Background: an optimization exercise with open tools, aiming at small area. Do not read the settings as production practice. Where RTL was checked, it was by simulation tests only, not by an equivalence proof against the original. Power and IR drop assume default switching activity. The clock port is modelled as an ideal driver; clocking choices that lean on that would not hold on a real chip.

// hub75
module hub75 #(
    parameter FIFO_WIDTH = 64,
    parameter OUT_REG = 6,
    parameter CLK_SPEED = 40_000_000
) (
    input wire clk,
    input wire s_axi_valid,
    output logic s_axi_ready,
    input wire reset_n,
    input wire [FIFO_WIDTH - 1 : 0] r0_in,
    input wire [FIFO_WIDTH - 1 : 0] g0_in,
    input wire [FIFO_WIDTH - 1 : 0] b0_in,
    input wire [FIFO_WIDTH - 1 : 0] r1_in,
    input wire [FIFO_WIDTH - 1 : 0] g1_in,
    input wire [FIFO_WIDTH - 1 : 0] b1_in,
    output logic r0_out,
    output logic g0_out,
    output logic b0_out,
    output logic r1_out,
    output logic g1_out,
    output logic b1_out,
    output logic [5 - 1 : 0] addr_out,
    output logic blank,
    output logic latch_out,
    output logic clk_out
);
  logic sh, s3, post, s5, s6, vd;
  logic [2:0] addr_cnt;
  logic [13:0] tmr;      
  logic tz;               
  logic [6:0] cnt;      
  logic [13:0] tload;
  logic done, rst_st, tfb, ldv;
  logic [5:0] col_q;
  logic [62:0] ring [6];
  ...
Size: ~1000 cells after synthesis, ~420 flip-flops, roughly 400 I/O pins, roughly 12000 um^2 of cells after synthesis.
==> flow/config.mk <==
export PLATFORM = sky130hd
export DESIGN_NAME = hub75
export DESIGN_NICKNAME = hub75
export VERILOG_FILES = /design/flow/design.v
export SDC_FILE = /design/flow/constraint.sdc
export NUM_CORES = 4
export LEC_CHECK = 0
export CAP_MARGIN = 5
export CORE_MARGIN = 2
export CORE_UTILIZATION = 65
export PLACE_DENSITY = 0.75
export SLEW_MARGIN = 5
==> flow/constraint.sdc <==
create_clock -name core_clock -period 10.0 [get_ports {clk}]
set_input_delay 2.0000 -clock core_clock [delete_from_list [all_inputs] [get_ports {clk}]]
set_output_delay 2.0000 -clock core_clock [all_outputs]
set_load 0.01 [all_outputs]
standard.sh (not shown) runs the stock make flow with config.mk's settings and CLKGATE_MAP_FILE= SYNTH_SCRIPT=/design/flow/synth_recipe.tcl, a recipe that flattens the netlist after the stock synthesis.
==> flow/flow/run.sh <==
#!/bin/bash
# Standard layout, with the smallest buffer on the ports and a leaner clock tree.
set -euo pipefail
bash standard.sh "BUFFER_PORTS_ARGS=-buffer_cell sky130_fd_sc_hd__buf_1" \
  "CTS_ARGS=-sink_clustering_enable -repair_clock_nets -buf_list {sky130_fd_sc_hd__clkbuf_8} -sink_clustering_size 20 -sink_clustering_max_diameter 100 -dont_use_dummy_load" \
  finish > standard_flow.log 2>&1
Then changed:
CAP_MARGIN = 20   (was 5)
SLEW_MARGIN = 20   (was 5)
After rerunning:
- synthesized area stays the same
- routed wire length hardly moves
- hold slack hardly moves
- worst setup slack improved by 0.13 ns
- maximum frequency grows by 3.6%

========
Another version of the RTL of hub75 (not shown whole).
Size: roughly 910 cells after synthesis, ~420 flip-flops, about 400 I/O pins, about 12000 µm² of cells after synthesis.
Settings: LEC_CHECK=0, CAP_MARGIN=5, CORE_MARGIN=2, CORE_UTILIZATION=65, PLACE_DENSITY=0.75, SLEW_MARGIN=5; clock period 10.0 ns.
==> flow/flow/run.sh <==
#!/bin/bash
# The standard layout (standard.sh), with these changes:
#  - synthesis: no half/full-adder cells from Yosys's extract_fa, and an area-oriented abc
#    script (flow/area.abc) through flow/synth.tcl, a copy of synth_recipe.tcl;
#  - the smallest buffer on the ports;
#  - a clock tree of clkbuf_8 leaves, about 20 flip-flops each, without dummy loads.
set -euo pipefail
here=$(pwd)
FLOW_ABC_SCRIPT=$here/flow/area.abc bash standard.sh \
  "SYNTH_SCRIPT=$here/flow/synth.tcl" \
  "ADDER_MAP_FILE=" \
  "BUFFER_PORTS_ARGS=-buffer_cell sky130_fd_sc_hd__buf_1" \
  "CTS_ARGS=-sink_clustering_enable -repair_clock_nets -buf_list {sky130_fd_sc_hd__clkbuf_8} -sink_clustering_size 20 -sink_clustering_max_diameter 100 -dont_use_dummy_load" \
  finish > standard_flow.log 2>&1
==> flow/flow/area.abc <==
&get -n
&st
&syn2
&dch -f
&nf -a -R 1000
&put
==> flow/flow/synth.tcl <==
# The standard flow's synthesis script (synth_recipe.tcl), with abc's mapping script replaced by
# FLOW_ABC_SCRIPT when that is set: an area-oriented script instead of ORFS's speed one.
# Only abc's combinational mapping changes; the registers come from the same passes.
proc synth {args} { yosys synth -nofsm -noshare {*}$args }
proc abc {args} {
  set i [lsearch -exact $args -script]
  if { $i >= 0 && [info exists ::env(FLOW_ABC_SCRIPT)] } {
    lset args [expr {$i + 1}] $::env(FLOW_ABC_SCRIPT)
  }
  yosys abc {*}$args
}
source $::env(SCRIPTS_DIR)/synth.tcl
# left out here: clear keep_hierarchy, flatten, clean up, hide names made inside functions, write 1_2_yosys.v
The first run finished with timing, DRC and antenna clean.
Next try:
--- a/flow/config.mk
+++ b/flow/config.mk
@@ -8,5 +8,5 @@
 export CAP_MARGIN = 5
 export CORE_MARGIN = 2
-export CORE_UTILIZATION = 65
-export PLACE_DENSITY = 0.75
+export CORE_UTILIZATION = 72
+export PLACE_DENSITY = 0.8
 export SLEW_MARGIN = 5
Cell count went down by 0.70%.
Wire length goes up by 3.2%.
Area after synthesis is unchanged.
Global-route usage climbs by 4.0 points.
Sequential power barely changes.
Sequential cell count is unchanged.
Next try:
==> flow/flow/area.abc (replaced) <==
&get -n
&st
&dc2
&dch -f
&nf -a -R 1000
&put
--- a/flow/config.mk
+++ b/flow/config.mk
@@ -8,5 +8,5 @@
 export CAP_MARGIN = 5
 export CORE_MARGIN = 2
-export CORE_UTILIZATION = 72
-export PLACE_DENSITY = 0.8
+export CORE_UTILIZATION = 65
+export PLACE_DENSITY = 0.75
 export SLEW_MARGIN = 5
What happened: Cell count came out higher slightly. Non-clock buffer count does not change. Via count came out lower by a few percent. Global-route usage came out lower by 4.3 points. Wire length came out lower by a few percent. First-iteration DRC count came out lower by a quarter to a third. Setup slack improved by 0.21 ns. Total power came out higher slightly.
Next try:
==> flow/flow/run.sh (replaced) <==
#!/bin/bash
# The standard layout (standard.sh), with three changes:
#  - no half/full-adder cells from Yosys's extract_fa (plain gates for abc instead);
#  - the smallest buffer on the ports;
#  - a clock tree of clkbuf_8 leaves, about 20 flip-flops each, without dummy loads.
set -euo pipefail
bash standard.sh "ADDER_MAP_FILE=" \
  "BUFFER_PORTS_ARGS=-buffer_cell sky130_fd_sc_hd__buf_1" \
  "CTS_ARGS=-sink_clustering_enable -repair_clock_nets -buf_list {sky130_fd_sc_hd__clkbuf_8} -sink_clustering_size 20 -sink_clustering_max_diameter 100 -dont_use_dummy_load" \
  finish > standard_flow.log 2>&1
removed: flow/flow/area.abc
removed: flow/flow/synth.tcl
- sequential power barely changes
- power drops by 0.93%
- non-clock buffer count does not change
- flip-flop and latch count stays the same
- die area goes up by 4.3%
- fmax falls by 3.5%
- final area came out higher by 1.1%

========
job 842:
hub75, a different RTL version from the one above (not shown whole).
Size in the first run: roughly 1,000 cells after synthesis, roughly 430 flip-flops, about 400 I/O pins, ~12,000 µm² of cells after synthesis.
export LEC_CHECK = 0
export CAP_MARGIN = 20
export CORE_MARGIN = 2
export CORE_UTILIZATION = 65
export PLACE_DENSITY = 0.75
export SLEW_MARGIN = 20
create_clock -name core_clock -period 10.0 [get_ports {clk}]
==> flow/flow/run.sh <==
#!/bin/bash
# Standard layout, with the smallest buffer on the ports and a leaner clock tree.
set -euo pipefail
bash standard.sh "BUFFER_PORTS_ARGS=-buffer_cell sky130_fd_sc_hd__buf_1" \
  "CTS_ARGS=-sink_clustering_enable -repair_clock_nets -buf_list {sky130_fd_sc_hd__clkbuf_16} -sink_clustering_size 34 -sink_clustering_max_diameter 100 -dont_use_dummy_load" \
  finish > standard_flow.log 2>&1
### job 842 -> job 4035
==> flow/flow/run.sh <==
#!/bin/bash
# Standard layout, with the smallest buffer on the ports and a leaner clock tree.
set -euo pipefail
bash standard.sh "BUFFER_PORTS_ARGS=-buffer_cell sky130_fd_sc_hd__buf_1" \
  "CTS_ARGS=-sink_clustering_enable -repair_clock_nets -buf_list {sky130_fd_sc_hd__clkbuf_8} -sink_clustering_size 18 -sink_clustering_max_diameter 100 -dont_use_dummy_load" \
  finish > standard_flow.log 2>&1
Findings:
Job 842 has higher achievable frequency than job 4035. Between job 842 and job 4035, the difference in sequential portion of the cell area is negligible. The power density over cell area number comes out lower for job 4035 vs job 842. Higher via-per-instance ratio among job 842 and job 4035: job 842. Job 4035 against job 842: number of placed cells counting well taps now sits at about the same level; proportion of power drawn by combinational gates barely changed; amount of wire on met3 after detailed routing shows a reduction of about 8%. Comparing job 842 and job 4035, the lower clock-buffer cell count is on job 842. Going from job 842 to job 4035, design area level, filler-free cell count of the finished design moved up, utilization moved down.
## Diff of input files: job 7255 against job 4035
==> flow/flow/run.sh <==
#!/bin/bash
# Standard layout, with the smallest buffer on the ports and a leaner clock tree.
set -euo pipefail
bash standard.sh "BUFFER_PORTS_ARGS=-buffer_cell sky130_fd_sc_hd__buf_1" \
  "CTS_ARGS=-sink_clustering_enable -repair_clock_nets -buf_list {sky130_fd_sc_hd__clkbuf_8} -sink_clustering_size 17 -sink_clustering_max_diameter 60 -dont_use_dummy_load" \
  finish > standard_flow.log 2>&1
--- a/flow/config.mk
+++ b/flow/config.mk
@@ -9,4 +9,3 @@
 export CORE_MARGIN = 2
-export CORE_UTILIZATION = 65
-export PLACE_DENSITY = 0.75
+export CORE_UTILIZATION = 40
 export SLEW_MARGIN = 20
## What came out
Job 7255 closes out successfully: all stages finished, all timing, DRC and antenna checks passed.
On worst slew slack as a fraction of its limit, job 4035 beats job 7255.
Job 7255 vs job 4035: global-route usage down
For the final worst slack, job 7255 came in 0.10 ns higher than job 4035 did.
Diff job 4035 -> job 7255: routed via count -about 2.4%, initial antenna violation count -6.
Compared with job 4035, in job 7255 cell count saw an increase; combinational group share of total power saw a decrease; required time of the worst setup path saw little to no change.
> inputs changed (job 7255 -> job 116)
==> flow/flow/run.sh <==
#!/bin/bash
# Standard layout, with the smallest buffer on the ports and a leaner clock tree.
set -euo pipefail
bash standard.sh "BUFFER_PORTS_ARGS=-buffer_cell sky130_fd_sc_hd__buf_1" \
  "CTS_ARGS=-sink_clustering_enable -repair_clock_nets -buf_list {sky130_fd_sc_hd__clkbuf_8 sky130_fd_sc_hd__clkbuf_16} -sink_clustering_size 30 -sink_clustering_max_diameter 100 -dont_use_dummy_load" \
  finish > standard_flow.log 2>&1
Taking job 7255 as the reference, in job 116 worst setup slack went up by 0.044 ns, total length of routed met2 wires moved up, first-pass detailed-route iteration total did not really move.
Changes in job 4059 relative to job 116:
==> flow/flow/run.sh <==
#!/bin/bash
# Standard layout, with the smallest buffer on the ports and a leaner clock tree.
set -euo pipefail
bash standard.sh "BUFFER_PORTS_ARGS=-buffer_cell sky130_fd_sc_hd__buf_1" \
  "CTS_ARGS=-sink_clustering_enable -repair_clock_nets -buf_list {sky130_fd_sc_hd__clkbuf_8} -sink_clustering_size 20 -sink_clustering_max_diameter 100 -dont_use_dummy_load" \
  finish > standard_flow.log 2>&1
--- a/flow/config.mk
+++ b/flow/config.mk
@@ -9,3 +9,4 @@
 export CORE_MARGIN = 2
-export CORE_UTILIZATION = 40
+export CORE_UTILIZATION = 65
+export PLACE_DENSITY = 0.75
 export SLEW_MARGIN = 20
--- outcome ---
Delta (job 4059 minus job 116): routed wire length has increased, met1 global-route usage has increased, final net count has increased. Compare job 4059 and job 116 | cell count higher: job 116. Compared with job 116, wire length of the first global-routing pass in job 4059 increased slightly. Diff job 4059 and job 116: hold slack higher in job 116. Re number of antenna violations at the first check in global routing: job 4059 and job 116 aren't equal, and the higher value belongs to job 4059. Cmp job 4059 and job 116 / final non-filler cell area / lower: job 4059. Compared with job 116, job 4059 shows a clock-cell share of area that is 0.71 points lower. Row share of power burned in registers: job 4059 higher / job 116 lower.
No functional check of the RTL was part of any run of this note.

[static timing again, ports no longer ideal]
How much do the figures lean on ideal ports? The routed layouts below were timed once more, with nothing changed but the port constraints.
Step 1 assumes that a clkbuf_16 drives the clock port and a buf_2 every other input.
Step 2 times the ports against the registers' clock, not the clock port: input delays grow and output delays shrink by t, the midpoint of the rising clock arrivals with the driver on.
Three values: ideal ports, drivers, drivers and shift; two values: the first two.
run | t, ns | setup WS [ns] | worst setup path after step 2
the first run of note 1 | 0.571 | 6.116 / 6.076 / 6.647 | register to output
the second run of note 1 | 0.573 | 6.251 / 6.210 / 6.783 | register to output
the first run of note 2 | 0.572 | 6.540 / 6.498 / 6.798 | register to register
the second run of note 2 | 0.569 | 6.131 / 6.092 / 6.467 | register to register
the third run of note 2 | 0.582 | 6.344 / 6.303 / 6.819 | register to register
the fourth run of note 2 | 0.589 | 6.212 / 6.171 / 6.517 | register to register
job 842 | 0.536 | 6.317 / 6.268 / 6.805 | register to output
job 4035 | 0.604 | 6.154 / 6.115 / 6.719 | register to output
job 7255 | 0.629 | 6.259 / 6.211 / 6.840 | register to output
job 116 | 0.552 | 6.303 / 6.253 / 6.806 | register to output
job 4059 | 0.577 | 6.208 / 6.168 / 6.745 | register to output
After both steps setup and hold are still met in every run listed.
